Background: an optimization exercise with open tools, aiming at small area. Do not read the settings as production practice. The RTL was checked by simulation tests, not by an equivalence proof against the original design. No activity file was given, so power comes from the tool's default toggle rates.

==> flow/design.v (outline; a module is shown in full before it is edited, if it fits) <==
// module dot2: 489 lines
// module fir_wishbone: 69 lines
module fir_wishbone #(
    parameter N = 4,
    parameter DATA_WIDTH = 16
)(
    input  wire                  clk,
    input  wire                  rst,
    input  wire [3:0]            adr_i,
    input  wire [DATA_WIDTH-1:0] dat_i,
    output wire [DATA_WIDTH-1:0] dat_o,
    input  wire                  we_i,
    input  wire                  stb_i,
    input  wire                  cyc_i,
    output reg                   ack_o
);
  // ...
==> flow/flow/run.sh <==
#!/bin/bash
# Own flow: the standard layout, except that synthesis extracts the
# design's full adders before Yosys's "abc -fast" (ORFS's synth.tcl otherwise
# runs the whole fine stage of synth first, which restructures them and
# leaves inverters between adder cells).  Everything else, including the
# registers, is as in the standard synthesis.
set -euo pipefail
WORK=$(pwd)

# Our synthesis script: ORFS's synth.tcl with the fine stage spelled out.
python3 - "$FLOW_HOME/scripts/synth.tcl" "$WORK/synth_own.tcl" <<'PY'
import sys
s = open(sys.argv[1]).read()
old = "  synth -top $::env(DESIGN_NAME) -run fine: {*}$synth_full_args\n"
new = """  opt -fast -full
  memory_map
  opt -full
  techmap -map +/techmap.v -map $::env(FLOW_HOME)/platforms/common/lcu_kogge_stone.v
  opt -fast
  extract_fa
  techmap -map $::env(ADDER_MAP_FILE)
  techmap
  opt -fast
  abc -fast
  opt -fast
  synth -top $::env(DESIGN_NAME) -run check: {*}$synth_full_args
"""
assert s.count(old) == 1, "synth.tcl changed"
open(sys.argv[2], "w").write(s.replace(old, new))
PY
# The standard flow's synthesis wrapper (synth -nofsm -noshare, flatten, renames), sourcing ours
grep -q 'source $::env(SCRIPTS_DIR)/synth.tcl' synth_recipe.tcl
sed "s#source \$::env(SCRIPTS_DIR)/synth.tcl#source $WORK/synth_own.tcl#" synth_recipe.tcl > own_synth.tcl
# standard.sh with our synthesis script and the extra make variables in
# flow/extra.txt (one NAME=value per line)
python3 - "$WORK" <<'PY'
import shlex, sys
work = sys.argv[1]
s = open("standard.sh").read()
old = "SYNTH_SCRIPT=" + shlex.quote(work + "/synth_recipe.tcl")
assert s.count(old) == 1, "standard.sh changed"
s = s.replace(old, "SYNTH_SCRIPT=" + shlex.quote(work + "/own_synth.tcl"))
extra = [l.strip() for l in open("flow/extra.txt") if l.strip() and not l.startswith("#")]
tail = '"${@:-finish}"'
assert s.count(tail) == 1
s = s.replace(tail, " ".join(shlex.quote(e) for e in extra) + " " + tail)
open("standard_own.sh", "w").write(s)
PY

bash standard_own.sh synth > synth.log 2>&1
bash standard_own.sh > layout.log 2>&1
test -f out/final.def
==> flow/flow/extra.txt <==
# extra ORFS make variables for this flow
BUFFER_PORTS_ARGS=-buffer_cell sky130_fd_sc_hd__buf_1
CTS_ARGS=-sink_clustering_enable -repair_clock_nets -sink_clustering_size 18 -sink_clustering_max_diameter 60 -dont_use_dummy_load -buf_list sky130_fd_sc_hd__clkbuf_8
==> flow/standard.sh <==
#!/bin/bash
# synth_recipe.tcl (not shown) runs the flow's synth.tcl, then flattens the netlist and writes it again
# the make line also repeats each setting of config.mk as NAME=value (left out here)
make -C /OpenROAD-flow-scripts/flow DESIGN_CONFIG=/design/flow/config.mk WORK_HOME=/design/flow/orfs CLKGATE_MAP_FILE= SYNTH_SCRIPT=/design/flow/synth_recipe.tcl "${@:-finish}"
==> flow/config.mk <==
export PLATFORM = sky130hd
export DESIGN_NAME = fir_wishbone
export DESIGN_NICKNAME = fir_wishbone
export VERILOG_FILES = /design/flow/design.v
export SDC_FILE = /design/flow/constraint.sdc
export NUM_CORES = 4
export LEC_CHECK = 0
export CAP_MARGIN = 20
export CORE_MARGIN = 2
export CORE_UTILIZATION = 65
export CTS_CLUSTER_DIAMETER = 60
export CTS_CLUSTER_SIZE = 18
export PLACE_DENSITY = 0.85
export SLEW_MARGIN = 20
==> flow/constraint.sdc <==
create_clock -name core_clock -period 10.0 [get_ports {clk}]
set_input_delay 2.0000 -clock core_clock [delete_from_list [all_inputs] [get_ports {clk}]]
set_output_delay 2.0000 -clock core_clock [all_outputs]
set_load 0.01 [all_outputs]
==> impl_metrics.ini, run 1 <==
[power_and_ir_drop]
p_per_area_nw_per_um2 = 154.2
pg_clk_uw = 392
leakage_uw = 0.005543
pwr-share-comb_pct = 32.4
maxPowerGroup = sequential cells
power_frac_seq_pct = 50.5
powerSeq_uw = 1160

[critical_path]
crit_start = ack_o
ff2ff_setup_slack_ps = 280
startpoint_type = flip-flop
cp.required_ps = 10380
cp.arrival_ps = 10100
r2r-start = ack_o

[synth]
synth_adder_area_share_pct = 18.34
netlist_instances = 1083
synth_top_area_share_pct = 34.38
synthTopCellsByCount = edfxtp_1, xnor2_1, a22oi_1, fa_1, nor2_1

[die]
dieArea_um2 = 22690

[clocking]
cts_sinks = 206
root_buffer = clkbuf_8
cts-resized-gates = 0

[timing]
tns_ps = 0
skew_ps = 49.99
hold_viol = 0
max_freq_mhz = 102.9

[finish]
final_cell_mix = edfxtp_1, xnor2_1, a22oi_1
clockNetworkAreaShare_pct = 1.482
clock_buffers = 16
multi_input_area_share_pct = 52.61
layout-drive-gt1-share_pct = 14.93
final_util_pct = 70.46
dominant_cells = multi-input combinational cells

[detailed_routing]
drc_errors = 0
routed_wirelength_mm = 38.89

[global_route]
grt_pass1_vias = 9634
grt_busiest_layer = met2
grtUsageMet1_pct = 50.61

[status]
run_status = complete, no violations

[hold_path]
holdCritStartpoint = a3
==> run 2, diff against run 1 <==
==> flow/design.v (replaced) <==
module dot2 (
    input wire [15:0] a0,
    input wire [15:0] b0,
    input wire [15:0] a1,
    input wire [15:0] b1,
    input wire [15:0] p,
    output wire [15:0] y
);
    wire pp0_0_0 = a0[0] & b0[0];
    wire pp0_0_1 = a0[0] & b0[1];
    wire pp0_0_2 = a0[0] & b0[2];
    wire pp0_0_3 = a0[0] & b0[3];
    wire pp0_0_4 = a0[0] & b0[4];
    wire pp0_0_5 = a0[0] & b0[5];
    wire pp0_0_6 = a0[0] & b0[6];
    wire pp0_0_7 = a0[0] & b0[7];
    wire pp0_0_8 = a0[0] & b0[8];
    wire pp0_0_9 = a0[0] & b0[9];
    wire pp0_0_10 = a0[0] & b0[10];
    wire pp0_0_11 = a0[0] & b0[11];
    wire pp0_0_12 = a0[0] & b0[12];
    wire pp0_0_13 = a0[0] & b0[13];
    wire pp0_0_14 = a0[0] & b0[14];
    wire pp0_0_15 = a0[0] & b0[15];
    wire pp0_1_0 = a0[1] & b0[0];
    wire pp0_1_1 = a0[1] & b0[1];
    wire pp0_1_2 = a0[1] & b0[2];
    wire pp0_1_3 = a0[1] & b0[3];
    wire pp0_1_4 = a0[1] & b0[4];
    wire pp0_1_5 = a0[1] & b0[5];
    wire pp0_1_6 = a0[1] & b0[6];
    wire pp0_1_7 = a0[1] & b0[7];
    wire pp0_1_8 = a0[1] & b0[8];
    wire pp0_1_9 = a0[1] & b0[9];
    wire pp0_1_10 = a0[1] & b0[10];
    wire pp0_1_11 = a0[1] & b0[11];
    wire pp0_1_12 = a0[1] & b0[12];
    wire pp0_1_13 = a0[1] & b0[13];
    wire pp0_1_14 = a0[1] & b0[14];
    wire pp0_2_0 = a0[2] & b0[0];
    wire pp0_2_1 = a0[2] & b0[1];
    wire pp0_2_2 = a0[2] & b0[2];
    wire pp0_2_3 = a0[2] & b0[3];
    wire pp0_2_4 = a0[2] & b0[4];
    wire pp0_2_5 = a0[2] & b0[5];
    wire pp0_2_6 = a0[2] & b0[6];
    wire pp0_2_7 = a0[2] & b0[7];
    wire pp0_2_8 = a0[2] & b0[8];
    wire pp0_2_9 = a0[2] & b0[9];
    wire pp0_2_10 = a0[2] & b0[10];
    wire pp0_2_11 = a0[2] & b0[11];
    wire pp0_2_12 = a0[2] & b0[12];
    wire pp0_2_13 = a0[2] & b0[13];
    wire pp0_3_0 = a0[3] & b0[0];
    wire pp0_3_1 = a0[3] & b0[1];
    wire pp0_3_2 = a0[3] & b0[2];
    wire pp0_3_3 = a0[3] & b0[3];
    wire pp0_3_4 = a0[3] & b0[4];
    wire pp0_3_5 = a0[3] & b0[5];
    wire pp0_3_6 = a0[3] & b0[6];
    wire pp0_3_7 = a0[3] & b0[7];
    wire pp0_3_8 = a0[3] & b0[8];
    wire pp0_3_9 = a0[3] & b0[9];
    wire pp0_3_10 = a0[3] & b0[10];
    wire pp0_3_11 = a0[3] & b0[11];
    wire pp0_3_12 = a0[3] & b0[12];
    wire pp0_4_0 = a0[4] & b0[0];
    wire pp0_4_1 = a0[4] & b0[1];
    wire pp0_4_2 = a0[4] & b0[2];
    wire pp0_4_3 = a0[4] & b0[3];
    wire pp0_4_4 = a0[4] & b0[4];
    wire pp0_4_5 = a0[4] & b0[5];
    wire pp0_4_6 = a0[4] & b0[6];
    wire pp0_4_7 = a0[4] & b0[7];
    wire pp0_4_8 = a0[4] & b0[8];
    wire pp0_4_9 = a0[4] & b0[9];
    wire pp0_4_10 = a0[4] & b0[10];
    wire pp0_4_11 = a0[4] & b0[11];
    wire pp0_5_0 = a0[5] & b0[0];
    wire pp0_5_1 = a0[5] & b0[1];
    wire pp0_5_2 = a0[5] & b0[2];
    wire pp0_5_3 = a0[5] & b0[3];
    wire pp0_5_4 = a0[5] & b0[4];
    wire pp0_5_5 = a0[5] & b0[5];
    wire pp0_5_6 = a0[5] & b0[6];
    wire pp0_5_7 = a0[5] & b0[7];
    wire pp0_5_8 = a0[5] & b0[8];
    wire pp0_5_9 = a0[5] & b0[9];
    wire pp0_5_10 = a0[5] & b0[10];
    wire pp0_6_0 = a0[6] & b0[0];
    wire pp0_6_1 = a0[6] & b0[1];
    wire pp0_6_2 = a0[6] & b0[2];
    wire pp0_6_3 = a0[6] & b0[3];
    wire pp0_6_4 = a0[6] & b0[4];
    wire pp0_6_5 = a0[6] & b0[5];
    wire pp0_6_6 = a0[6] & b0[6];
    wire pp0_6_7 = a0[6] & b0[7];
    wire pp0_6_8 = a0[6] & b0[8];
    wire pp0_6_9 = a0[6] & b0[9];
    wire pp0_7_0 = a0[7] & b0[0];
    wire pp0_7_1 = a0[7] & b0[1];
    wire pp0_7_2 = a0[7] & b0[2];
    wire pp0_7_3 = a0[7] & b0[3];
    wire pp0_7_4 = a0[7] & b0[4];
    wire pp0_7_5 = a0[7] & b0[5];
    wire pp0_7_6 = a0[7] & b0[6];
    wire pp0_7_7 = a0[7] & b0[7];
    wire pp0_7_8 = a0[7] & b0[8];
    wire pp0_8_0 = a0[8] & b0[0];
    wire pp0_8_1 = a0[8] & b0[1];
    wire pp0_8_2 = a0[8] & b0[2];
    wire pp0_8_3 = a0[8] & b0[3];
    wire pp0_8_4 = a0[8] & b0[4];
    wire pp0_8_5 = a0[8] & b0[5];
    wire pp0_8_6 = a0[8] & b0[6];
    wire pp0_8_7 = a0[8] & b0[7];
    wire pp0_9_0 = a0[9] & b0[0];
    wire pp0_9_1 = a0[9] & b0[1];
    wire pp0_9_2 = a0[9] & b0[2];
    wire pp0_9_3 = a0[9] & b0[3];
    wire pp0_9_4 = a0[9] & b0[4];
    wire pp0_9_5 = a0[9] & b0[5];
    wire pp0_9_6 = a0[9] & b0[6];
    wire pp0_10_0 = a0[10] & b0[0];
    wire pp0_10_1 = a0[10] & b0[1];
    wire pp0_10_2 = a0[10] & b0[2];
    wire pp0_10_3 = a0[10] & b0[3];
    wire pp0_10_4 = a0[10] & b0[4];
    wire pp0_10_5 = a0[10] & b0[5];
    wire pp0_11_0 = a0[11] & b0[0];
    wire pp0_11_1 = a0[11] & b0[1];
    wire pp0_11_2 = a0[11] & b0[2];
    wire pp0_11_3 = a0[11] & b0[3];
    wire pp0_11_4 = a0[11] & b0[4];
    wire pp0_12_0 = a0[12] & b0[0];
    wire pp0_12_1 = a0[12] & b0[1];
    wire pp0_12_2 = a0[12] & b0[2];
    wire pp0_12_3 = a0[12] & b0[3];
    wire pp0_13_0 = a0[13] & b0[0];
    wire pp0_13_1 = a0[13] & b0[1];
    wire pp0_13_2 = a0[13] & b0[2];
    wire pp0_14_0 = a0[14] & b0[0];
    wire pp0_14_1 = a0[14] & b0[1];
    wire pp0_15_0 = a0[15] & b0[0];
    wire pp1_0_0 = a1[0] & b1[0];
    wire pp1_0_1 = a1[0] & b1[1];
    wire pp1_0_2 = a1[0] & b1[2];
    wire pp1_0_3 = a1[0] & b1[3];
    wire pp1_0_4 = a1[0] & b1[4];
    wire pp1_0_5 = a1[0] & b1[5];
    wire pp1_0_6 = a1[0] & b1[6];
    wire pp1_0_7 = a1[0] & b1[7];
    wire pp1_0_8 = a1[0] & b1[8];
    wire pp1_0_9 = a1[0] & b1[9];
    wire pp1_0_10 = a1[0] & b1[10];
    wire pp1_0_11 = a1[0] & b1[11];
    wire pp1_0_12 = a1[0] & b1[12];
    wire pp1_0_13 = a1[0] & b1[13];
    wire pp1_0_14 = a1[0] & b1[14];
    wire pp1_0_15 = a1[0] & b1[15];
    wire pp1_1_0 = a1[1] & b1[0];
    wire pp1_1_1 = a1[1] & b1[1];
    wire pp1_1_2 = a1[1] & b1[2];
    wire pp1_1_3 = a1[1] & b1[3];
    wire pp1_1_4 = a1[1] & b1[4];
    wire pp1_1_5 = a1[1] & b1[5];
    wire pp1_1_6 = a1[1] & b1[6];
    wire pp1_1_7 = a1[1] & b1[7];
    wire pp1_1_8 = a1[1] & b1[8];
    wire pp1_1_9 = a1[1] & b1[9];
    wire pp1_1_10 = a1[1] & b1[10];
    wire pp1_1_11 = a1[1] & b1[11];
    wire pp1_1_12 = a1[1] & b1[12];
    wire pp1_1_13 = a1[1] & b1[13];
    wire pp1_1_14 = a1[1] & b1[14];
    wire pp1_2_0 = a1[2] & b1[0];
    wire pp1_2_1 = a1[2] & b1[1];
    wire pp1_2_2 = a1[2] & b1[2];
    wire pp1_2_3 = a1[2] & b1[3];
    wire pp1_2_4 = a1[2] & b1[4];
    wire pp1_2_5 = a1[2] & b1[5];
    wire pp1_2_6 = a1[2] & b1[6];
    wire pp1_2_7 = a1[2] & b1[7];
    wire pp1_2_8 = a1[2] & b1[8];
    wire pp1_2_9 = a1[2] & b1[9];
    wire pp1_2_10 = a1[2] & b1[10];
    wire pp1_2_11 = a1[2] & b1[11];
    wire pp1_2_12 = a1[2] & b1[12];
    wire pp1_2_13 = a1[2] & b1[13];
    wire pp1_3_0 = a1[3] & b1[0];
    wire pp1_3_1 = a1[3] & b1[1];
    wire pp1_3_2 = a1[3] & b1[2];
    wire pp1_3_3 = a1[3] & b1[3];
    wire pp1_3_4 = a1[3] & b1[4];
    wire pp1_3_5 = a1[3] & b1[5];
    wire pp1_3_6 = a1[3] & b1[6];
    wire pp1_3_7 = a1[3] & b1[7];
    wire pp1_3_8 = a1[3] & b1[8];
    wire pp1_3_9 = a1[3] & b1[9];
    wire pp1_3_10 = a1[3] & b1[10];
    wire pp1_3_11 = a1[3] & b1[11];
    wire pp1_3_12 = a1[3] & b1[12];
    wire pp1_4_0 = a1[4] & b1[0];
    wire pp1_4_1 = a1[4] & b1[1];
    wire pp1_4_2 = a1[4] & b1[2];
    wire pp1_4_3 = a1[4] & b1[3];
    wire pp1_4_4 = a1[4] & b1[4];
    wire pp1_4_5 = a1[4] & b1[5];
    wire pp1_4_6 = a1[4] & b1[6];
    wire pp1_4_7 = a1[4] & b1[7];
    wire pp1_4_8 = a1[4] & b1[8];
    wire pp1_4_9 = a1[4] & b1[9];
    wire pp1_4_10 = a1[4] & b1[10];
    wire pp1_4_11 = a1[4] & b1[11];
    wire pp1_5_0 = a1[5] & b1[0];
    wire pp1_5_1 = a1[5] & b1[1];
    wire pp1_5_2 = a1[5] & b1[2];
    wire pp1_5_3 = a1[5] & b1[3];
    wire pp1_5_4 = a1[5] & b1[4];
    wire pp1_5_5 = a1[5] & b1[5];
    wire pp1_5_6 = a1[5] & b1[6];
    wire pp1_5_7 = a1[5] & b1[7];
    wire pp1_5_8 = a1[5] & b1[8];
    wire pp1_5_9 = a1[5] & b1[9];
    wire pp1_5_10 = a1[5] & b1[10];
    wire pp1_6_0 = a1[6] & b1[0];
    wire pp1_6_1 = a1[6] & b1[1];
    wire pp1_6_2 = a1[6] & b1[2];
    wire pp1_6_3 = a1[6] & b1[3];
    wire pp1_6_4 = a1[6] & b1[4];
    wire pp1_6_5 = a1[6] & b1[5];
    wire pp1_6_6 = a1[6] & b1[6];
    wire pp1_6_7 = a1[6] & b1[7];
    wire pp1_6_8 = a1[6] & b1[8];
    wire pp1_6_9 = a1[6] & b1[9];
    wire pp1_7_0 = a1[7] & b1[0];
    wire pp1_7_1 = a1[7] & b1[1];
    wire pp1_7_2 = a1[7] & b1[2];
    wire pp1_7_3 = a1[7] & b1[3];
    wire pp1_7_4 = a1[7] & b1[4];
    wire pp1_7_5 = a1[7] & b1[5];
    wire pp1_7_6 = a1[7] & b1[6];
    wire pp1_7_7 = a1[7] & b1[7];
    wire pp1_7_8 = a1[7] & b1[8];
    wire pp1_8_0 = a1[8] & b1[0];
    wire pp1_8_1 = a1[8] & b1[1];
    wire pp1_8_2 = a1[8] & b1[2];
    wire pp1_8_3 = a1[8] & b1[3];
    wire pp1_8_4 = a1[8] & b1[4];
    wire pp1_8_5 = a1[8] & b1[5];
    wire pp1_8_6 = a1[8] & b1[6];
    wire pp1_8_7 = a1[8] & b1[7];
    wire pp1_9_0 = a1[9] & b1[0];
    wire pp1_9_1 = a1[9] & b1[1];
    wire pp1_9_2 = a1[9] & b1[2];
    wire pp1_9_3 = a1[9] & b1[3];
    wire pp1_9_4 = a1[9] & b1[4];
    wire pp1_9_5 = a1[9] & b1[5];
    wire pp1_9_6 = a1[9] & b1[6];
    wire pp1_10_0 = a1[10] & b1[0];
    wire pp1_10_1 = a1[10] & b1[1];
    wire pp1_10_2 = a1[10] & b1[2];
    wire pp1_10_3 = a1[10] & b1[3];
    wire pp1_10_4 = a1[10] & b1[4];
    wire pp1_10_5 = a1[10] & b1[5];
    wire pp1_11_0 = a1[11] & b1[0];
    wire pp1_11_1 = a1[11] & b1[1];
    wire pp1_11_2 = a1[11] & b1[2];
    wire pp1_11_3 = a1[11] & b1[3];
    wire pp1_11_4 = a1[11] & b1[4];
    wire pp1_12_0 = a1[12] & b1[0];
    wire pp1_12_1 = a1[12] & b1[1];
    wire pp1_12_2 = a1[12] & b1[2];
    wire pp1_12_3 = a1[12] & b1[3];
    wire pp1_13_0 = a1[13] & b1[0];
    wire pp1_13_1 = a1[13] & b1[1];
    wire pp1_13_2 = a1[13] & b1[2];
    wire pp1_14_0 = a1[14] & b1[0];
    wire pp1_14_1 = a1[14] & b1[1];
    wire pp1_15_0 = a1[15] & b1[0];
    wire t1 = p[0] ^ pp0_0_0 ^ pp1_0_0;
    wire t2 = (p[0] & pp0_0_0) | (p[0] & pp1_0_0) | (pp0_0_0 & pp1_0_0);
    assign y[0] = t1;   
    wire t3 = p[1] ^ pp0_0_1 ^ pp0_1_0;
    wire t4 = (p[1] & pp0_0_1) | (p[1] & pp0_1_0) | (pp0_0_1 & pp0_1_0);
    wire t5 = pp1_0_1 ^ pp1_1_0 ^ t2;
    wire t6 = (pp1_0_1 & pp1_1_0) | (pp1_0_1 & t2) | (pp1_1_0 & t2);
    wire t7 = t3 ^ t5;
    wire t8 = t3 & t5;
    assign y[1] = t7;   
    wire t9 = p[2] ^ pp0_0_2 ^ pp0_1_1;
    wire t10 = (p[2] & pp0_0_2) | (p[2] & pp0_1_1) | (pp0_0_2 & pp0_1_1);
    wire t11 = pp0_2_0 ^ pp1_0_2 ^ pp1_1_1;
    wire t12 = (pp0_2_0 & pp1_0_2) | (pp0_2_0 & pp1_1_1) | (pp1_0_2 & pp1_1_1);
    wire t13 = pp1_2_0 ^ t4 ^ t11;
    wire t14 = (pp1_2_0 & t4) | (pp1_2_0 & t11) | (t4 & t11);
    wire t15 = t9 ^ t6 ^ t13;
    wire t16 = (t9 & t6) | (t9 & t13) | (t6 & t13);
    wire t17 = t8 ^ t15;
    wire t18 = t8 & t15;
    assign y[2] = t17;   
    wire t19 = p[3] ^ pp0_0_3 ^ pp0_1_2;
    wire t20 = (p[3] & pp0_0_3) | (p[3] & pp0_1_2) | (pp0_0_3 & pp0_1_2);
    wire t21 = pp0_2_1 ^ pp0_3_0 ^ pp1_0_3;
    wire t22 = (pp0_2_1 & pp0_3_0) | (pp0_2_1 & pp1_0_3) | (pp0_3_0 & pp1_0_3);
    wire t23 = pp1_1_2 ^ pp1_2_1 ^ pp1_3_0;
    wire t24 = (pp1_1_2 & pp1_2_1) | (pp1_1_2 & pp1_3_0) | (pp1_2_1 & pp1_3_0);
    wire t25 = t10 ^ t12 ^ t19;
    wire t26 = (t10 & t12) | (t10 & t19) | (t12 & t19);
    wire t27 = t21 ^ t23 ^ t14;
    wire t28 = (t21 & t23) | (t21 & t14) | (t23 & t14);
    wire t29 = t25 ^ t16 ^ t27;
    wire t30 = (t25 & t16) | (t25 & t27) | (t16 & t27);
    wire t31 = t18 ^ t29;
    wire t32 = t18 & t29;
    assign y[3] = t31;   
    wire t33 = p[4] ^ pp0_0_4 ^ pp0_1_3;
    wire t34 = (p[4] & pp0_0_4) | (p[4] & pp0_1_3) | (pp0_0_4 & pp0_1_3);
    wire t35 = pp0_2_2 ^ pp0_3_1 ^ pp0_4_0;
    wire t36 = (pp0_2_2 & pp0_3_1) | (pp0_2_2 & pp0_4_0) | (pp0_3_1 & pp0_4_0);
    wire t37 = pp1_0_4 ^ pp1_1_3 ^ pp1_2_2;
    wire t38 = (pp1_0_4 & pp1_1_3) | (pp1_0_4 & pp1_2_2) | (pp1_1_3 & pp1_2_2);
    wire t39 = pp1_3_1 ^ pp1_4_0 ^ t20;
    wire t40 = (pp1_3_1 & pp1_4_0) | (pp1_3_1 & t20) | (pp1_4_0 & t20);
    wire t41 = t22 ^ t24 ^ t33;
    wire t42 = (t22 & t24) | (t22 & t33) | (t24 & t33);
    wire t43 = t35 ^ t37 ^ t39;
    wire t44 = (t35 & t37) | (t35 & t39) | (t37 & t39);
    wire t45 = t26 ^ t41 ^ t28;
    wire t46 = (t26 & t41) | (t26 & t28) | (t41 & t28);
    wire t47 = t43 ^ t30 ^ t45;
    wire t48 = (t43 & t30) | (t43 & t45) | (t30 & t45);
    wire t49 = t32 ^ t47;
    wire t50 = t32 & t47;
    assign y[4] = t49;   
    wire t51 = p[5] ^ pp0_0_5 ^ pp0_1_4;
    wire t52 = (p[5] & pp0_0_5) | (p[5] & pp0_1_4) | (pp0_0_5 & pp0_1_4);
    wire t53 = pp0_2_3 ^ pp0_3_2 ^ pp0_4_1;
    wire t54 = (pp0_2_3 & pp0_3_2) | (pp0_2_3 & pp0_4_1) | (pp0_3_2 & pp0_4_1);
    wire t55 = pp0_5_0 ^ pp1_0_5 ^ pp1_1_4;
    wire t56 = (pp0_5_0 & pp1_0_5) | (pp0_5_0 & pp1_1_4) | (pp1_0_5 & pp1_1_4);
    wire t57 = pp1_2_3 ^ pp1_3_2 ^ pp1_4_1;
    wire t58 = (pp1_2_3 & pp1_3_2) | (pp1_2_3 & pp1_4_1) | (pp1_3_2 & pp1_4_1);
    wire t59 = pp1_5_0 ^ t34 ^ t36;
    wire t60 = (pp1_5_0 & t34) | (pp1_5_0 & t36) | (t34 & t36);
    wire t61 = t38 ^ t51 ^ t53;
    wire t62 = (t38 & t51) | (t38 & t53) | (t51 & t53);
    wire t63 = t55 ^ t57 ^ t40;
    wire t64 = (t55 & t57) | (t55 & t40) | (t57 & t40);
    wire t65 = t59 ^ t42 ^ t61;
    wire t66 = (t59 & t42) | (t59 & t61) | (t42 & t61);
    wire t67 = t63 ^ t44 ^ t65;
    wire t68 = (t63 & t44) | (t63 & t65) | (t44 & t65);
    wire t69 = t46 ^ t67 ^ t48;
    wire t70 = (t46 & t67) | (t46 & t48) | (t67 & t48);
    wire t71 = t50 ^ t69;
    wire t72 = t50 & t69;
    assign y[5] = t71;   
    wire t73 = p[6] ^ pp0_0_6 ^ pp0_1_5;
    wire t74 = (p[6] & pp0_0_6) | (p[6] & pp0_1_5) | (pp0_0_6 & pp0_1_5);
    wire t75 = pp0_2_4 ^ pp0_3_3 ^ pp0_4_2;
    wire t76 = (pp0_2_4 & pp0_3_3) | (pp0_2_4 & pp0_4_2) | (pp0_3_3 & pp0_4_2);
    wire t77 = pp0_5_1 ^ pp0_6_0 ^ pp1_0_6;
    wire t78 = (pp0_5_1 & pp0_6_0) | (pp0_5_1 & pp1_0_6) | (pp0_6_0 & pp1_0_6);
    wire t79 = pp1_1_5 ^ pp1_2_4 ^ pp1_3_3;
    wire t80 = (pp1_1_5 & pp1_2_4) | (pp1_1_5 & pp1_3_3) | (pp1_2_4 & pp1_3_3);
    wire t81 = pp1_4_2 ^ pp1_5_1 ^ pp1_6_0;
    wire t82 = (pp1_4_2 & pp1_5_1) | (pp1_4_2 & pp1_6_0) | (pp1_5_1 & pp1_6_0);
    wire t83 = t52 ^ t54 ^ t56;
    wire t84 = (t52 & t54) | (t52 & t56) | (t54 & t56);
    wire t85 = t58 ^ t73 ^ t75;
    wire t86 = (t58 & t73) | (t58 & t75) | (t73 & t75);
    wire t87 = t77 ^ t79 ^ t81;
    wire t88 = (t77 & t79) | (t77 & t81) | (t79 & t81);
    wire t89 = t60 ^ t83 ^ t62;
    wire t90 = (t60 & t83) | (t60 & t62) | (t83 & t62);
    wire t91 = t85 ^ t87 ^ t64;
    wire t92 = (t85 & t87) | (t85 & t64) | (t87 & t64);
    wire t93 = t66 ^ t89 ^ t91;
    wire t94 = (t66 & t89) | (t66 & t91) | (t89 & t91);
    wire t95 = t68 ^ t93 ^ t70;
    wire t96 = (t68 & t93) | (t68 & t70) | (t93 & t70);
    wire t97 = t72 ^ t95;
    wire t98 = t72 & t95;
    assign y[6] = t97;   
    wire t99 = p[7] ^ pp0_0_7 ^ pp0_1_6;
    wire t100 = (p[7] & pp0_0_7) | (p[7] & pp0_1_6) | (pp0_0_7 & pp0_1_6);
    wire t101 = pp0_2_5 ^ pp0_3_4 ^ pp0_4_3;
    wire t102 = (pp0_2_5 & pp0_3_4) | (pp0_2_5 & pp0_4_3) | (pp0_3_4 & pp0_4_3);
    wire t103 = pp0_5_2 ^ pp0_6_1 ^ pp0_7_0;
    wire t104 = (pp0_5_2 & pp0_6_1) | (pp0_5_2 & pp0_7_0) | (pp0_6_1 & pp0_7_0);
    wire t105 = pp1_0_7 ^ pp1_1_6 ^ pp1_2_5;
    wire t106 = (pp1_0_7 & pp1_1_6) | (pp1_0_7 & pp1_2_5) | (pp1_1_6 & pp1_2_5);
    wire t107 = pp1_3_4 ^ pp1_4_3 ^ pp1_5_2;
    wire t108 = (pp1_3_4 & pp1_4_3) | (pp1_3_4 & pp1_5_2) | (pp1_4_3 & pp1_5_2);
    wire t109 = pp1_6_1 ^ pp1_7_0 ^ t74;
    wire t110 = (pp1_6_1 & pp1_7_0) | (pp1_6_1 & t74) | (pp1_7_0 & t74);
    wire t111 = t76 ^ t78 ^ t80;
    wire t112 = (t76 & t78) | (t76 & t80) | (t78 & t80);
    wire t113 = t82 ^ t101 ^ t103;
    wire t114 = (t82 & t101) | (t82 & t103) | (t101 & t103);
    wire t115 = t105 ^ t107 ^ t99;
    wire t116 = (t105 & t107) | (t105 & t99) | (t107 & t99);
    wire t117 = t84 ^ t109 ^ t111;
    wire t118 = (t84 & t109) | (t84 & t111) | (t109 & t111);
    wire t119 = t86 ^ t88 ^ t113;
    wire t120 = (t86 & t88) | (t86 & t113) | (t88 & t113);
    wire t121 = t115 ^ t90 ^ t117;
    wire t122 = (t115 & t90) | (t115 & t117) | (t90 & t117);
    wire t123 = t119 ^ t92 ^ t121;
    wire t124 = (t119 & t92) | (t119 & t121) | (t92 & t121);
    wire t125 = t94 ^ t123 ^ t96;
    wire t126 = (t94 & t123) | (t94 & t96) | (t123 & t96);
    wire t127 = t98 ^ t125;
    wire t128 = t98 & t125;
    assign y[7] = t127;   
    wire t129 = p[8] ^ pp0_0_8 ^ pp0_1_7;
    wire t130 = (p[8] & pp0_0_8) | (p[8] & pp0_1_7) | (pp0_0_8 & pp0_1_7);
    wire t131 = pp0_2_6 ^ pp0_3_5 ^ pp0_4_4;
    wire t132 = (pp0_2_6 & pp0_3_5) | (pp0_2_6 & pp0_4_4) | (pp0_3_5 & pp0_4_4);
    wire t133 = pp0_5_3 ^ pp0_6_2 ^ pp0_7_1;
    wire t134 = (pp0_5_3 & pp0_6_2) | (pp0_5_3 & pp0_7_1) | (pp0_6_2 & pp0_7_1);
    wire t135 = pp0_8_0 ^ pp1_0_8 ^ pp1_1_7;
    wire t136 = (pp0_8_0 & pp1_0_8) | (pp0_8_0 & pp1_1_7) | (pp1_0_8 & pp1_1_7);
    wire t137 = pp1_2_6 ^ pp1_3_5 ^ pp1_4_4;
    wire t138 = (pp1_2_6 & pp1_3_5) | (pp1_2_6 & pp1_4_4) | (pp1_3_5 & pp1_4_4);
    wire t139 = pp1_5_3 ^ pp1_6_2 ^ pp1_7_1;
    wire t140 = (pp1_5_3 & pp1_6_2) | (pp1_5_3 & pp1_7_1) | (pp1_6_2 & pp1_7_1);
    wire t141 = pp1_8_0 ^ t100 ^ t102;
    wire t142 = (pp1_8_0 & t100) | (pp1_8_0 & t102) | (t100 & t102);
    wire t143 = t104 ^ t106 ^ t108;
    wire t144 = (t104 & t106) | (t104 & t108) | (t106 & t108);
    wire t145 = t129 ^ t131 ^ t133;
    wire t146 = (t129 & t131) | (t129 & t133) | (t131 & t133);
    wire t147 = t135 ^ t137 ^ t139;
    wire t148 = (t135 & t137) | (t135 & t139) | (t137 & t139);
    wire t149 = t110 ^ t112 ^ t141;
    wire t150 = (t110 & t112) | (t110 & t141) | (t112 & t141);
    wire t151 = t143 ^ t114 ^ t116;
    wire t152 = (t143 & t114) | (t143 & t116) | (t114 & t116);
    wire t153 = t145 ^ t147 ^ t118;
    wire t154 = (t145 & t147) | (t145 & t118) | (t147 & t118);
    wire t155 = t120 ^ t149 ^ t151;
    wire t156 = (t120 & t149) | (t120 & t151) | (t149 & t151);
    wire t157 = t122 ^ t153 ^ t155;
    wire t158 = (t122 & t153) | (t122 & t155) | (t153 & t155);
    wire t159 = t124 ^ t157 ^ t126;
    wire t160 = (t124 & t157) | (t124 & t126) | (t157 & t126);
    wire t161 = t128 ^ t159;
    wire t162 = t128 & t159;
    assign y[8] = t161;   
    wire t163 = p[9] ^ pp0_0_9 ^ pp0_1_8;
    wire t164 = (p[9] & pp0_0_9) | (p[9] & pp0_1_8) | (pp0_0_9 & pp0_1_8);
    wire t165 = pp0_2_7 ^ pp0_3_6 ^ pp0_4_5;
    wire t166 = (pp0_2_7 & pp0_3_6) | (pp0_2_7 & pp0_4_5) | (pp0_3_6 & pp0_4_5);
    wire t167 = pp0_5_4 ^ pp0_6_3 ^ pp0_7_2;
    wire t168 = (pp0_5_4 & pp0_6_3) | (pp0_5_4 & pp0_7_2) | (pp0_6_3 & pp0_7_2);
    wire t169 = pp0_8_1 ^ pp0_9_0 ^ pp1_0_9;
    wire t170 = (pp0_8_1 & pp0_9_0) | (pp0_8_1 & pp1_0_9) | (pp0_9_0 & pp1_0_9);
    wire t171 = pp1_1_8 ^ pp1_2_7 ^ pp1_3_6;
    wire t172 = (pp1_1_8 & pp1_2_7) | (pp1_1_8 & pp1_3_6) | (pp1_2_7 & pp1_3_6);
    wire t173 = pp1_4_5 ^ pp1_5_4 ^ pp1_6_3;
    wire t174 = (pp1_4_5 & pp1_5_4) | (pp1_4_5 & pp1_6_3) | (pp1_5_4 & pp1_6_3);
    wire t175 = pp1_7_2 ^ pp1_8_1 ^ pp1_9_0;
    wire t176 = (pp1_7_2 & pp1_8_1) | (pp1_7_2 & pp1_9_0) | (pp1_8_1 & pp1_9_0);
    wire t177 = t130 ^ t132 ^ t134;
    wire t178 = (t130 & t132) | (t130 & t134) | (t132 & t134);
    wire t179 = t136 ^ t138 ^ t140;
    wire t180 = (t136 & t138) | (t136 & t140) | (t138 & t140);
    wire t181 = t163 ^ t165 ^ t167;
    wire t182 = (t163 & t165) | (t163 & t167) | (t165 & t167);
    wire t183 = t169 ^ t171 ^ t173;
    wire t184 = (t169 & t171) | (t169 & t173) | (t171 & t173);
    wire t185 = t175 ^ t142 ^ t144;
    wire t186 = (t175 & t142) | (t175 & t144) | (t142 & t144);
    wire t187 = t177 ^ t179 ^ t146;
    wire t188 = (t177 & t179) | (t177 & t146) | (t179 & t146);
    wire t189 = t148 ^ t181 ^ t183;
    wire t190 = (t148 & t181) | (t148 & t183) | (t181 & t183);
    wire t191 = t185 ^ t150 ^ t152;
    wire t192 = (t185 & t150) | (t185 & t152) | (t150 & t152);
    wire t193 = t187 ^ t189 ^ t154;
    wire t194 = (t187 & t189) | (t187 & t154) | (t189 & t154);
    wire t195 = t156 ^ t191 ^ t193;
    wire t196 = (t156 & t191) | (t156 & t193) | (t191 & t193);
    wire t197 = t158 ^ t195 ^ t160;
    wire t198 = (t158 & t195) | (t158 & t160) | (t195 & t160);
    wire t199 = t162 ^ t197;
    wire t200 = t162 & t197;
    assign y[9] = t199;   
    wire t201 = p[10] ^ pp0_0_10 ^ pp0_10_0;
    wire t202 = (p[10] & pp0_0_10) | (p[10] & pp0_10_0) | (pp0_0_10 & pp0_10_0);
    wire t203 = pp0_1_9 ^ pp0_2_8 ^ pp0_3_7;
    wire t204 = (pp0_1_9 & pp0_2_8) | (pp0_1_9 & pp0_3_7) | (pp0_2_8 & pp0_3_7);
    wire t205 = pp0_4_6 ^ pp0_5_5 ^ pp0_6_4;
    wire t206 = (pp0_4_6 & pp0_5_5) | (pp0_4_6 & pp0_6_4) | (pp0_5_5 & pp0_6_4);
    wire t207 = pp0_7_3 ^ pp0_8_2 ^ pp0_9_1;
    wire t208 = (pp0_7_3 & pp0_8_2) | (pp0_7_3 & pp0_9_1) | (pp0_8_2 & pp0_9_1);
    wire t209 = pp1_0_10 ^ pp1_10_0 ^ pp1_1_9;
    wire t210 = (pp1_0_10 & pp1_10_0) | (pp1_0_10 & pp1_1_9) | (pp1_10_0 & pp1_1_9);
    wire t211 = pp1_2_8 ^ pp1_3_7 ^ pp1_4_6;
    wire t212 = (pp1_2_8 & pp1_3_7) | (pp1_2_8 & pp1_4_6) | (pp1_3_7 & pp1_4_6);
    wire t213 = pp1_5_5 ^ pp1_6_4 ^ pp1_7_3;
    wire t214 = (pp1_5_5 & pp1_6_4) | (pp1_5_5 & pp1_7_3) | (pp1_6_4 & pp1_7_3);
    wire t215 = pp1_8_2 ^ pp1_9_1 ^ t164;
    wire t216 = (pp1_8_2 & pp1_9_1) | (pp1_8_2 & t164) | (pp1_9_1 & t164);
    wire t217 = t166 ^ t168 ^ t170;
    wire t218 = (t166 & t168) | (t166 & t170) | (t168 & t170);
    wire t219 = t172 ^ t174 ^ t176;
    wire t220 = (t172 & t174) | (t172 & t176) | (t174 & t176);
    wire t221 = t201 ^ t203 ^ t205;
    wire t222 = (t201 & t203) | (t201 & t205) | (t203 & t205);
    wire t223 = t207 ^ t209 ^ t211;
    wire t224 = (t207 & t209) | (t207 & t211) | (t209 & t211);
    wire t225 = t213 ^ t178 ^ t180;
    wire t226 = (t213 & t178) | (t213 & t180) | (t178 & t180);
    wire t227 = t215 ^ t217 ^ t219;
    wire t228 = (t215 & t217) | (t215 & t219) | (t217 & t219);
    wire t229 = t182 ^ t184 ^ t221;
    wire t230 = (t182 & t184) | (t182 & t221) | (t184 & t221);
    wire t231 = t223 ^ t186 ^ t225;
    wire t232 = (t223 & t186) | (t223 & t225) | (t186 & t225);
    wire t233 = t188 ^ t190 ^ t227;
    wire t234 = (t188 & t190) | (t188 & t227) | (t190 & t227);
    wire t235 = t229 ^ t192 ^ t231;
    wire t236 = (t229 & t192) | (t229 & t231) | (t192 & t231);
    wire t237 = t233 ^ t194 ^ t235;
    wire t238 = (t233 & t194) | (t233 & t235) | (t194 & t235);
    wire t239 = t196 ^ t237 ^ t198;
    wire t240 = (t196 & t237) | (t196 & t198) | (t237 & t198);
    wire t241 = t200 ^ t239;
    wire t242 = t200 & t239;
    assign y[10] = t241;   
    wire t243 = p[11] ^ pp0_0_11 ^ pp0_10_1;
    wire t244 = (p[11] & pp0_0_11) | (p[11] & pp0_10_1) | (pp0_0_11 & pp0_10_1);
    wire t245 = pp0_11_0 ^ pp0_1_10 ^ pp0_2_9;
    wire t246 = (pp0_11_0 & pp0_1_10) | (pp0_11_0 & pp0_2_9) | (pp0_1_10 & pp0_2_9);
    wire t247 = pp0_3_8 ^ pp0_4_7 ^ pp0_5_6;
    wire t248 = (pp0_3_8 & pp0_4_7) | (pp0_3_8 & pp0_5_6) | (pp0_4_7 & pp0_5_6);
    wire t249 = pp0_6_5 ^ pp0_7_4 ^ pp0_8_3;
    wire t250 = (pp0_6_5 & pp0_7_4) | (pp0_6_5 & pp0_8_3) | (pp0_7_4 & pp0_8_3);
    wire t251 = pp0_9_2 ^ pp1_0_11 ^ pp1_10_1;
    wire t252 = (pp0_9_2 & pp1_0_11) | (pp0_9_2 & pp1_10_1) | (pp1_0_11 & pp1_10_1);
    wire t253 = pp1_11_0 ^ pp1_1_10 ^ pp1_2_9;
    wire t254 = (pp1_11_0 & pp1_1_10) | (pp1_11_0 & pp1_2_9) | (pp1_1_10 & pp1_2_9);
    wire t255 = pp1_3_8 ^ pp1_4_7 ^ pp1_5_6;
    wire t256 = (pp1_3_8 & pp1_4_7) | (pp1_3_8 & pp1_5_6) | (pp1_4_7 & pp1_5_6);
    wire t257 = pp1_6_5 ^ pp1_7_4 ^ pp1_8_3;
    wire t258 = (pp1_6_5 & pp1_7_4) | (pp1_6_5 & pp1_8_3) | (pp1_7_4 & pp1_8_3);
    wire t259 = pp1_9_2 ^ t202 ^ t204;
    wire t260 = (pp1_9_2 & t202) | (pp1_9_2 & t204) | (t202 & t204);
    wire t261 = t206 ^ t208 ^ t210;
    wire t262 = (t206 & t208) | (t206 & t210) | (t208 & t210);
    wire t263 = t212 ^ t214 ^ t243;
    wire t264 = (t212 & t214) | (t212 & t243) | (t214 & t243);
    wire t265 = t245 ^ t247 ^ t249;
    wire t266 = (t245 & t247) | (t245 & t249) | (t247 & t249);
    wire t267 = t251 ^ t253 ^ t255;
    wire t268 = (t251 & t253) | (t251 & t255) | (t253 & t255);
    wire t269 = t257 ^ t216 ^ t218;
    wire t270 = (t257 & t216) | (t257 & t218) | (t216 & t218);
    wire t271 = t220 ^ t259 ^ t261;
    wire t272 = (t220 & t259) | (t220 & t261) | (t259 & t261);
    wire t273 = t222 ^ t224 ^ t263;
    wire t274 = (t222 & t224) | (t222 & t263) | (t224 & t263);
    wire t275 = t265 ^ t267 ^ t226;
    wire t276 = (t265 & t267) | (t265 & t226) | (t267 & t226);
    wire t277 = t269 ^ t228 ^ t230;
    wire t278 = (t269 & t228) | (t269 & t230) | (t228 & t230);
    wire t279 = t271 ^ t273 ^ t232;
    wire t280 = (t271 & t273) | (t271 & t232) | (t273 & t232);
    wire t281 = t275 ^ t234 ^ t277;
    wire t282 = (t275 & t234) | (t275 & t277) | (t234 & t277);
    wire t283 = t236 ^ t279 ^ t281;
    wire t284 = (t236 & t279) | (t236 & t281) | (t279 & t281);
    wire t285 = t238 ^ t283 ^ t240;
    wire t286 = (t238 & t283) | (t238 & t240) | (t283 & t240);
    wire t287 = t242 ^ t285;
    wire t288 = t242 & t285;
    assign y[11] = t287;   
    wire t289 = p[12] ^ pp0_0_12 ^ pp0_10_2;
    wire t290 = (p[12] & pp0_0_12) | (p[12] & pp0_10_2) | (pp0_0_12 & pp0_10_2);
    wire t291 = pp0_11_1 ^ pp0_12_0 ^ pp0_1_11;
    wire t292 = (pp0_11_1 & pp0_12_0) | (pp0_11_1 & pp0_1_11) | (pp0_12_0 & pp0_1_11);
    wire t293 = pp0_2_10 ^ pp0_3_9 ^ pp0_4_8;
    wire t294 = (pp0_2_10 & pp0_3_9) | (pp0_2_10 & pp0_4_8) | (pp0_3_9 & pp0_4_8);
    wire t295 = pp0_5_7 ^ pp0_6_6 ^ pp0_7_5;
    wire t296 = (pp0_5_7 & pp0_6_6) | (pp0_5_7 & pp0_7_5) | (pp0_6_6 & pp0_7_5);
    wire t297 = pp0_8_4 ^ pp0_9_3 ^ pp1_0_12;
    wire t298 = (pp0_8_4 & pp0_9_3) | (pp0_8_4 & pp1_0_12) | (pp0_9_3 & pp1_0_12);
    wire t299 = pp1_10_2 ^ pp1_11_1 ^ pp1_12_0;
    wire t300 = (pp1_10_2 & pp1_11_1) | (pp1_10_2 & pp1_12_0) | (pp1_11_1 & pp1_12_0);
    wire t301 = pp1_1_11 ^ pp1_2_10 ^ pp1_3_9;
    wire t302 = (pp1_1_11 & pp1_2_10) | (pp1_1_11 & pp1_3_9) | (pp1_2_10 & pp1_3_9);
    wire t303 = pp1_4_8 ^ pp1_5_7 ^ pp1_6_6;
    wire t304 = (pp1_4_8 & pp1_5_7) | (pp1_4_8 & pp1_6_6) | (pp1_5_7 & pp1_6_6);
    wire t305 = pp1_7_5 ^ pp1_8_4 ^ pp1_9_3;
    wire t306 = (pp1_7_5 & pp1_8_4) | (pp1_7_5 & pp1_9_3) | (pp1_8_4 & pp1_9_3);
    wire t307 = t244 ^ t246 ^ t248;
    wire t308 = (t244 & t246) | (t244 & t248) | (t246 & t248);
    wire t309 = t250 ^ t252 ^ t254;
    wire t310 = (t250 & t252) | (t250 & t254) | (t252 & t254);
    wire t311 = t256 ^ t258 ^ t289;
    wire t312 = (t256 & t258) | (t256 & t289) | (t258 & t289);
    wire t313 = t291 ^ t293 ^ t295;
    wire t314 = (t291 & t293) | (t291 & t295) | (t293 & t295);
    wire t315 = t297 ^ t299 ^ t301;
    wire t316 = (t297 & t299) | (t297 & t301) | (t299 & t301);
    wire t317 = t303 ^ t305 ^ t260;
    wire t318 = (t303 & t305) | (t303 & t260) | (t305 & t260);
    wire t319 = t262 ^ t307 ^ t309;
    wire t320 = (t262 & t307) | (t262 & t309) | (t307 & t309);
    wire t321 = t264 ^ t266 ^ t268;
    wire t322 = (t264 & t266) | (t264 & t268) | (t266 & t268);
    wire t323 = t311 ^ t313 ^ t315;
    wire t324 = (t311 & t313) | (t311 & t315) | (t313 & t315);
    wire t325 = t270 ^ t317 ^ t272;
    wire t326 = (t270 & t317) | (t270 & t272) | (t317 & t272);
    wire t327 = t274 ^ t319 ^ t321;
    wire t328 = (t274 & t319) | (t274 & t321) | (t319 & t321);
    wire t329 = t323 ^ t276 ^ t278;
    wire t330 = (t323 & t276) | (t323 & t278) | (t276 & t278);
    wire t331 = t325 ^ t327 ^ t280;
    wire t332 = (t325 & t327) | (t325 & t280) | (t327 & t280);
    wire t333 = t282 ^ t329 ^ t331;
    wire t334 = (t282 & t329) | (t282 & t331) | (t329 & t331);
    wire t335 = t284 ^ t333 ^ t286;
    wire t336 = (t284 & t333) | (t284 & t286) | (t333 & t286);
    wire t337 = t288 ^ t335;
    wire t338 = t288 & t335;
    assign y[12] = t337;   
    wire t339 = p[13] ^ pp0_0_13 ^ pp0_10_3;
    wire t340 = (p[13] & pp0_0_13) | (p[13] & pp0_10_3) | (pp0_0_13 & pp0_10_3);
    wire t341 = pp0_11_2 ^ pp0_12_1 ^ pp0_13_0;
    wire t342 = (pp0_11_2 & pp0_12_1) | (pp0_11_2 & pp0_13_0) | (pp0_12_1 & pp0_13_0);
    wire t343 = pp0_1_12 ^ pp0_2_11 ^ pp0_3_10;
    wire t344 = (pp0_1_12 & pp0_2_11) | (pp0_1_12 & pp0_3_10) | (pp0_2_11 & pp0_3_10);
    wire t345 = pp0_4_9 ^ pp0_5_8 ^ pp0_6_7;
    wire t346 = (pp0_4_9 & pp0_5_8) | (pp0_4_9 & pp0_6_7) | (pp0_5_8 & pp0_6_7);
    wire t347 = pp0_7_6 ^ pp0_8_5 ^ pp0_9_4;
    wire t348 = (pp0_7_6 & pp0_8_5) | (pp0_7_6 & pp0_9_4) | (pp0_8_5 & pp0_9_4);
    wire t349 = pp1_0_13 ^ pp1_10_3 ^ pp1_11_2;
    wire t350 = (pp1_0_13 & pp1_10_3) | (pp1_0_13 & pp1_11_2) | (pp1_10_3 & pp1_11_2);
    wire t351 = pp1_12_1 ^ pp1_13_0 ^ pp1_1_12;
    wire t352 = (pp1_12_1 & pp1_13_0) | (pp1_12_1 & pp1_1_12) | (pp1_13_0 & pp1_1_12);
    wire t353 = pp1_2_11 ^ pp1_3_10 ^ pp1_4_9;
    wire t354 = (pp1_2_11 & pp1_3_10) | (pp1_2_11 & pp1_4_9) | (pp1_3_10 & pp1_4_9);
    wire t355 = pp1_5_8 ^ pp1_6_7 ^ pp1_7_6;
    wire t356 = (pp1_5_8 & pp1_6_7) | (pp1_5_8 & pp1_7_6) | (pp1_6_7 & pp1_7_6);
    wire t357 = pp1_8_5 ^ pp1_9_4 ^ t290;
    wire t358 = (pp1_8_5 & pp1_9_4) | (pp1_8_5 & t290) | (pp1_9_4 & t290);
    wire t359 = t292 ^ t294 ^ t296;
    wire t360 = (t292 & t294) | (t292 & t296) | (t294 & t296);
    wire t361 = t298 ^ t300 ^ t302;
    wire t362 = (t298 & t300) | (t298 & t302) | (t300 & t302);
    wire t363 = t304 ^ t306 ^ t339;
    wire t364 = (t304 & t306) | (t304 & t339) | (t306 & t339);
    wire t365 = t341 ^ t343 ^ t345;
    wire t366 = (t341 & t343) | (t341 & t345) | (t343 & t345);
    wire t367 = t347 ^ t349 ^ t351;
    wire t368 = (t347 & t349) | (t347 & t351) | (t349 & t351);
    wire t369 = t353 ^ t355 ^ t308;
    wire t370 = (t353 & t355) | (t353 & t308) | (t355 & t308);
    wire t371 = t310 ^ t357 ^ t359;
    wire t372 = (t310 & t357) | (t310 & t359) | (t357 & t359);
    wire t373 = t361 ^ t312 ^ t314;
    wire t374 = (t361 & t312) | (t361 & t314) | (t312 & t314);
    wire t375 = t316 ^ t363 ^ t365;
    wire t376 = (t316 & t363) | (t316 & t365) | (t363 & t365);
    wire t377 = t367 ^ t318 ^ t369;
    wire t378 = (t367 & t318) | (t367 & t369) | (t318 & t369);
    wire t379 = t320 ^ t322 ^ t324;
    wire t380 = (t320 & t322) | (t320 & t324) | (t322 & t324);
    wire t381 = t371 ^ t373 ^ t375;
    wire t382 = (t371 & t373) | (t371 & t375) | (t373 & t375);
    wire t383 = t326 ^ t377 ^ t328;
    wire t384 = (t326 & t377) | (t326 & t328) | (t377 & t328);
    wire t385 = t379 ^ t381 ^ t330;
    wire t386 = (t379 & t381) | (t379 & t330) | (t381 & t330);
    wire t387 = t383 ^ t332 ^ t385;
    wire t388 = (t383 & t332) | (t383 & t385) | (t332 & t385);
    wire t389 = t334 ^ t387 ^ t336;
    wire t390 = (t334 & t387) | (t334 & t336) | (t387 & t336);
    wire t391 = t338 ^ t389;
    wire t392 = t338 & t389;
    assign y[13] = t391;   
    wire t393 = p[14] ^ pp0_0_14 ^ pp0_10_4;
    wire t394 = (p[14] & pp0_0_14) | (p[14] & pp0_10_4) | (pp0_0_14 & pp0_10_4);
    wire t395 = pp0_11_3 ^ pp0_12_2 ^ pp0_13_1;
    wire t396 = (pp0_11_3 & pp0_12_2) | (pp0_11_3 & pp0_13_1) | (pp0_12_2 & pp0_13_1);
    wire t397 = pp0_14_0 ^ pp0_1_13 ^ pp0_2_12;
    wire t398 = (pp0_14_0 & pp0_1_13) | (pp0_14_0 & pp0_2_12) | (pp0_1_13 & pp0_2_12);
    wire t399 = pp0_3_11 ^ pp0_4_10 ^ pp0_5_9;
    wire t400 = (pp0_3_11 & pp0_4_10) | (pp0_3_11 & pp0_5_9) | (pp0_4_10 & pp0_5_9);
    wire t401 = pp0_6_8 ^ pp0_7_7 ^ pp0_8_6;
    wire t402 = (pp0_6_8 & pp0_7_7) | (pp0_6_8 & pp0_8_6) | (pp0_7_7 & pp0_8_6);
    wire t403 = pp0_9_5 ^ pp1_0_14 ^ pp1_10_4;
    wire t404 = (pp0_9_5 & pp1_0_14) | (pp0_9_5 & pp1_10_4) | (pp1_0_14 & pp1_10_4);
    wire t405 = pp1_11_3 ^ pp1_12_2 ^ pp1_13_1;
    wire t406 = (pp1_11_3 & pp1_12_2) | (pp1_11_3 & pp1_13_1) | (pp1_12_2 & pp1_13_1);
    wire t407 = pp1_14_0 ^ pp1_1_13 ^ pp1_2_12;
    wire t408 = (pp1_14_0 & pp1_1_13) | (pp1_14_0 & pp1_2_12) | (pp1_1_13 & pp1_2_12);
    wire t409 = pp1_3_11 ^ pp1_4_10 ^ pp1_5_9;
    wire t410 = (pp1_3_11 & pp1_4_10) | (pp1_3_11 & pp1_5_9) | (pp1_4_10 & pp1_5_9);
    wire t411 = pp1_6_8 ^ pp1_7_7 ^ pp1_8_6;
    wire t412 = (pp1_6_8 & pp1_7_7) | (pp1_6_8 & pp1_8_6) | (pp1_7_7 & pp1_8_6);
    wire t413 = pp1_9_5 ^ t340 ^ t342;
    wire t414 = (pp1_9_5 & t340) | (pp1_9_5 & t342) | (t340 & t342);
    wire t415 = t344 ^ t346 ^ t348;
    wire t416 = (t344 & t346) | (t344 & t348) | (t346 & t348);
    wire t417 = t350 ^ t352 ^ t354;
    wire t418 = (t350 & t352) | (t350 & t354) | (t352 & t354);
    wire t419 = t356 ^ t393 ^ t395;
    wire t420 = (t356 & t393) | (t356 & t395) | (t393 & t395);
    wire t421 = t397 ^ t399 ^ t401;
    wire t422 = (t397 & t399) | (t397 & t401) | (t399 & t401);
    wire t423 = t403 ^ t405 ^ t407;
    wire t424 = (t403 & t405) | (t403 & t407) | (t405 & t407);
    wire t425 = t409 ^ t411 ^ t358;
    wire t426 = (t409 & t411) | (t409 & t358) | (t411 & t358);
    wire t427 = t360 ^ t362 ^ t413;
    wire t428 = (t360 & t362) | (t360 & t413) | (t362 & t413);
    wire t429 = t415 ^ t417 ^ t364;
    wire t430 = (t415 & t417) | (t415 & t364) | (t417 & t364);
    wire t431 = t366 ^ t368 ^ t419;
    wire t432 = (t366 & t368) | (t366 & t419) | (t368 & t419);
    wire t433 = t421 ^ t423 ^ t370;
    wire t434 = (t421 & t423) | (t421 & t370) | (t423 & t370);
    wire t435 = t425 ^ t372 ^ t374;
    wire t436 = (t425 & t372) | (t425 & t374) | (t372 & t374);
    wire t437 = t376 ^ t427 ^ t429;
    wire t438 = (t376 & t427) | (t376 & t429) | (t427 & t429);
    wire t439 = t431 ^ t378 ^ t433;
    wire t440 = (t431 & t378) | (t431 & t433) | (t378 & t433);
    wire t441 = t380 ^ t435 ^ t382;
    wire t442 = (t380 & t435) | (t380 & t382) | (t435 & t382);
    wire t443 = t437 ^ t384 ^ t439;
    wire t444 = (t437 & t384) | (t437 & t439) | (t384 & t439);
    wire t445 = t441 ^ t386 ^ t443;
    wire t446 = (t441 & t386) | (t441 & t443) | (t386 & t443);
    wire t447 = t388 ^ t445 ^ t390;
    wire t448 = (t388 & t445) | (t388 & t390) | (t445 & t390);
    wire t449 = t392 ^ t447;
    wire t450 = t392 & t447;
    assign y[14] = t449;   
    wire t451 = p[15] ^ pp0_0_15 ^ pp0_10_5;
    wire t452 = pp0_11_4 ^ pp0_12_3 ^ pp0_13_2;
    wire t453 = pp0_14_1 ^ pp0_15_0 ^ pp0_1_14;
    wire t454 = pp0_2_13 ^ pp0_3_12 ^ pp0_4_11;
    wire t455 = pp0_5_10 ^ pp0_6_9 ^ pp0_7_8;
    wire t456 = pp0_8_7 ^ pp0_9_6 ^ pp1_0_15;
    wire t457 = pp1_10_5 ^ pp1_11_4 ^ pp1_12_3;
    wire t458 = pp1_13_2 ^ pp1_14_1 ^ pp1_15_0;
    wire t459 = pp1_1_14 ^ pp1_2_13 ^ pp1_3_12;
    wire t460 = pp1_4_11 ^ pp1_5_10 ^ pp1_6_9;
    wire t461 = pp1_7_8 ^ pp1_8_7 ^ pp1_9_6;
    wire t462 = t394 ^ t396 ^ t398;
    wire t463 = t400 ^ t402 ^ t404;
    wire t464 = t406 ^ t408 ^ t410;
    wire t465 = t412 ^ t451 ^ t452;
    wire t466 = t453 ^ t454 ^ t455;
    wire t467 = t456 ^ t457 ^ t458;
    wire t468 = t459 ^ t460 ^ t461;
    wire t469 = t414 ^ t416 ^ t418;
    wire t470 = t462 ^ t463 ^ t464;
    wire t471 = t420 ^ t422 ^ t424;
    wire t472 = t465 ^ t466 ^ t467;
    wire t473 = t468 ^ t426 ^ t469;
    wire t474 = t428 ^ t430 ^ t432;
    wire t475 = t470 ^ t471 ^ t472;
    wire t476 = t434 ^ t436 ^ t473;
    wire t477 = t438 ^ t474 ^ t475;
    wire t478 = t440 ^ t442 ^ t476;
    wire t479 = t477 ^ t444 ^ t478;
    wire t480 = t446 ^ t479 ^ t448;
    wire t481 = t450 ^ t480;
    assign y[15] = t481;   
endmodule
module fir_wishbone #(
    parameter N = 4,
    parameter DATA_WIDTH = 16
)(
    input  wire                  clk,
    input  wire                  rst,
    input  wire [3:0]            adr_i,
    input  wire [DATA_WIDTH-1:0] dat_i,
    output wire [DATA_WIDTH-1:0] dat_o,
    input  wire                  we_i,
    input  wire                  stb_i,
    input  wire                  cyc_i,
    output reg                   ack_o
);
    wire acc = cyc_i & stb_i & ~ack_o;
    wire wr  = acc & we_i;
    reg [15:0] c0, c1, c2, c3;
    wire [15:0] cd = rst ? 16'd0 : dat_i;
    always @(posedge clk) begin
        if (rst || (wr && adr_i == 4'd0)) c0 <= cd;
        if (rst || (wr && adr_i == 4'd1)) c1 <= cd;
        if (rst || (wr && adr_i == 4'd2)) c2 <= cd;
        if (rst || (wr && adr_i == 4'd3)) c3 <= cd;
    end
    reg [15:0] x0, x1, x2, x3;
    reg [3:0]  v;
    wire push = wr && adr_i == 4'd4;
    always @(posedge clk)
        if (push) begin
            x0 <= dat_i; x1 <= x0; x2 <= x1; x3 <= x2;
        end
    reg a1, a2, a3, a4;
    always @(posedge clk or posedge rst) begin
        if (rst) begin
            ack_o <= 1'b0; a1 <= 1'b0; a2 <= 1'b0; a3 <= 1'b0; a4 <= 1'b0;
            v <= 4'd0;
        end else begin
            ack_o <= acc; a1 <= ack_o; a2 <= a1; a3 <= a2; a4 <= a3;
            if (push) v <= {v[2:0], 1'b1};
        end
    end
    wire        ph = ack_o;
    wire [15:0] ca = ph ? c0 : c2;
    wire [15:0] cb = ph ? c1 : c3;
    wire        va = ph ? v[0] : v[2];
    wire        vb = ph ? v[1] : v[3];
    wire [15:0] xa = (ph ? x0 : x2) & {16{va}};
    wire [15:0] xb = (ph ? x1 : x3) & {16{vb}};
    reg  [15:0] p;
    wire [15:0] m;
    dot2 tree (.a0(ca), .b0(xa), .a1(cb), .b1(xb), .p(p & {16{~ph}}), .y(m));
    always @(posedge clk) p <= m;
    reg [15:0] y, r1, r2;
    always @(posedge clk or posedge rst)
        if (rst) y <= 16'd0;
        else if (a1) y <= m;
    always @(posedge clk) begin
        if (!a2) r1 <= y;
        if (!a4) r2 <= r1;
    end
    reg [3:0] rs;
    reg       rr;
    always @(posedge clk) begin
        rs <= {adr_i == 4'd3, adr_i == 4'd2, adr_i == 4'd1, adr_i == 4'd0};
        rr <= (adr_i == 4'd5);
    end
    assign dat_o = (c0 & {16{rs[0]}}) | (c1 & {16{rs[1]}}) |
                   (c2 & {16{rs[2]}}) | (c3 & {16{rs[3]}}) | (r2 & {16{rr}});
endmodule
==> flow/run.sh (new file) <==
#!/bin/bash
# synth_recipe.tcl (not shown) runs the flow's synth.tcl, then flattens the netlist and writes it again
# the make line also repeats each setting of config.mk as NAME=value (left out here)
make -C /OpenROAD-flow-scripts/flow DESIGN_CONFIG=/design/flow/config.mk WORK_HOME=/design/flow/orfs CLKGATE_MAP_FILE= SYNTH_SCRIPT=/design/flow/synth_recipe.tcl finish
==> flow/config.mk (replaced) <==
export PLATFORM = sky130hd
export DESIGN_NAME = fir_wishbone
export DESIGN_NICKNAME = fir_wishbone
export VERILOG_FILES = /design/flow/design.v
export SDC_FILE = /design/flow/constraint.sdc
export NUM_CORES = 4
export LEC_CHECK = 0
export CAP_MARGIN = 20
export CORE_MARGIN = 2
export CORE_UTILIZATION = 40
export SLEW_MARGIN = 20
removed: flow/flow/run.sh
removed: flow/flow/extra.txt
removed: flow/standard.sh
==> run 2 against run 1 <==
Effect of this change: fmax rose by 0.75%; setup slack better by 72 ps; synthesized cell count rose by 18%; cell count increased by 32%; clock-buffer cell count rose by 17.
==> impl_metrics.ini, run 2 <==
[status]
run_status = complete, no violations

[hold_path]
worstHoldEndpoint = a4
min_path_cells = 0
holdCritStartpoint = a3
hp-class = flip-flop to flip-flop

[global_route]
grt_pass1_vias = 10870
grt_max_degree = 43
grt.total_usage_pct = 24.41
grt_pass1_wl_mm = 68.90
grt_remaining_overflow = 0
antenna_found_initial = 0

[detailed_routing]
detail_route.first_pass.iterations = 7
wire_per_inst_um = 24.51
drc_errors = 0
num_vias = 10100
drt_iter0_markers = 1175
vias_per_cell = 5.452
routed_wirelength_mm = 45.42
ant_nets = 0

[job]
maxCapViolations = 0

[critical_path]
crit_start = ack_o
startpoint_type = flip-flop
r2r-start = ack_o
crit_slowest_cell = fa_1
critPathKind = flip-flop to flip-flop
crit_top_cell = fa_1
slowest_delay_ps = 540
ff2ff_setup_slack_ps = 350
cp-end-kind = flip-flop
reg2reg_depth = 31
cp.arrival_ps = 10060
worst_r2r_endpoint = y[15]
cp_max_fo = 12
cp.required_ps = 10410

[synth]
synth_top_area_share_pct = 32.24
synth_seq_area_share_pct = 39.26
yosysUniqueCellTypes = 48
synth.area.top_cells = edfxtp_1, fa_1, inv_1
async_flop_share_pct = 12.14
yosys_warnings = 1
synth.most_common_cell = inv_1
synth.net_count = 1528
synth_area_per_cell_um2 = 11.66
synth_top_area_cell = edfxtp_1
synth_area_um2 = 14900
synth_edf_count = 160
synthFlopType = edfxtp_1
synthTopCellsByCount = inv_1, fa_1, nor2_1, edfxtp_1, a22oi_1
ys_ff_latch = 206
netlist_instances = 1278

[power_and_ir_drop]
power_frac_seq_pct = 47.0
power_frac_clock_pct = 31.0
p_int_uw = 1739
pwr-share-comb_pct = 22.0
switching_power_uw = 772.3
p_total_uw = 2511
leakage_uw = 0.006625
swShare_pct = 30.75
p_per_area_nw_per_um2 = 147.3
vdd_drop_max_uv = 116.1

[finish]
final_common_cell = inv_1
fin_cells = 1853
fin_area_um2 = 17050
syn2layout_area_growth_pct = 14.43
final_cell_mix = inv_1, fa_1, nor2_1
final_nets = 1619
diodes = 0
layout-drive-gt1-share_pct = 13.00

[timing]
tns_ps = 0
report.final.slew_viol_count = 0
period_needed_ps = 9651
setup_viol = 0
setup_slack_ps = 349.4
rsz0062_at_grt = no
hold_viol = 0
skew_ps = 30.61
tightestPinTransition_ps = 889.1
post-route-period-util_pct = 96.51
worst_slew_margin_rel_pct = 40.73
max_freq_mhz = 103.6

[clocking]
root_buffer = clkbuf_16
cts_tree = built
cts_sinks = 206
cts_made_buffers = 22
clkTransAtPathRegs_ps = 60
htree_levels = 1
clockBufferDepth = 3
clk-insertion-delay-late_ps = 530

[die]
io_pins = 42
dieArea_um2 = 38810
core_region_area_um2 = 36610
start_util_pct = 40.70
rows = 70
die_h_um = 197.0
die_w_um = 197.0

[placed_design]
place.gp.congestion = 0.9632
dp_cells = 1809
dp_hpwl_mm = 36.24
dp_slack_ps = 48.67
place_area_um2 = 16260
port_buffers = 41
## run 2: worst max path at each step
stage / slack, ps / endpoint
after detailed placement: 50 / y[15]
after CTS: 30 / y[15]
final: 350 / y[15]
after global routing: 70 / y[15]
after floorplan: 90 / y[15]
after global placement: 190 / y[15]
## run 2: power by group through the flow
stage	Clock, uW	Sequential [uW]	Combinational, uW
CTS	790	1170	553
global placement	0	1190	541
global route	832	1190	617
detailed placement	0	1190	548
finish	778	1180	552
floorplan	0	1120	351
## run 2: cell type report
type | count | area (um^2)
timing repair buffer | 115 | 1007
tap | 468 | 585.6
clock buffer | 33 | 623.1
fill | 3342 | 19560
multi-input combinational | 807 | 8090
clock inverter | 7 | 75.07
inverter | 217 | 814.5
sequential | 206 | 5854
## run 2: cells by family after synthesis
| logic type | after synthesis | share of synthesized area (%) |
|---|---|---|
| simple gates | 363 | 11.08 |
| buf+inv | 265 | 6.877 |
| fa+ha+maj | 225 | 29.52 |
| flops | 206 | 39.26 |
| compound gates | 104 | 5.475 |
| mux | 62 | 4.341 |
| xor+xnor | 53 | 3.443 |
## run 2: timing repair
| item | CTS | global route |
|---|---|---|
| endpoints found under the setup margin | 0 | 2 |
| endpoints found under the hold margin | 0 | 0 |
| setup buffers | 0 | 4 |
| hold buffers | 0 | 0 |
| resized for setup | 0 | 16 |
## run 2: worst max-delay path: cells and delay by family, from the launching register on
family	cells	cell delay, ps
AND/OR/NAND/NOR	1	90
flip-flops	1	520
adder cells (fa/ha/maj)	15	6280
XOR/XNOR	7	1430
multiplexers	2	540
buffers and inverters	6	630
## run 2: routing by layer
layer	wire [um]	global-route usage [%]	vias up
met4	1970	8.995	0
met5	0	0	-
met2	19950	37.38	526
met3	4423	5.749	114
li1	-	-	4319
met1	19070	34.04	5144
## run 2: stage by stage
step,hold WS (ps),utilization (%)
6_report,353.6,46.57
5_1_grt,365.5,46.57
4_1_cts,360.6,46.32
3_5_place_dp,347.2,44.41
3_3_place_gp,332.9,44.41
2_1_floorplan,331.2,-

## re-timing with driven ports
Ports are ideal in the flow. The routed layouts listed here were re-timed in OpenROAD.
Step 1 assumes that a clkbuf_16 drives the clock port and a buf_2 every other input.
Step 2 also shifts input and output timing later by t, the mid clock arrival at the registers, as if the neighbouring blocks saw the same clock.
Three values: ideal ports, drivers, drivers and shift; two values: the first two.
| run | shift t [ns] | setup slack, ns | worst setup path after step 2 |
|---|---|---|---|
| run 1 | 0.536 | 0.277 / 0.277 / 0.277 | register to register |
| run 2 | 0.567 | 0.349 / 0.349 / 0.349 | register to register |
After both steps every run listed still meets setup and hold.
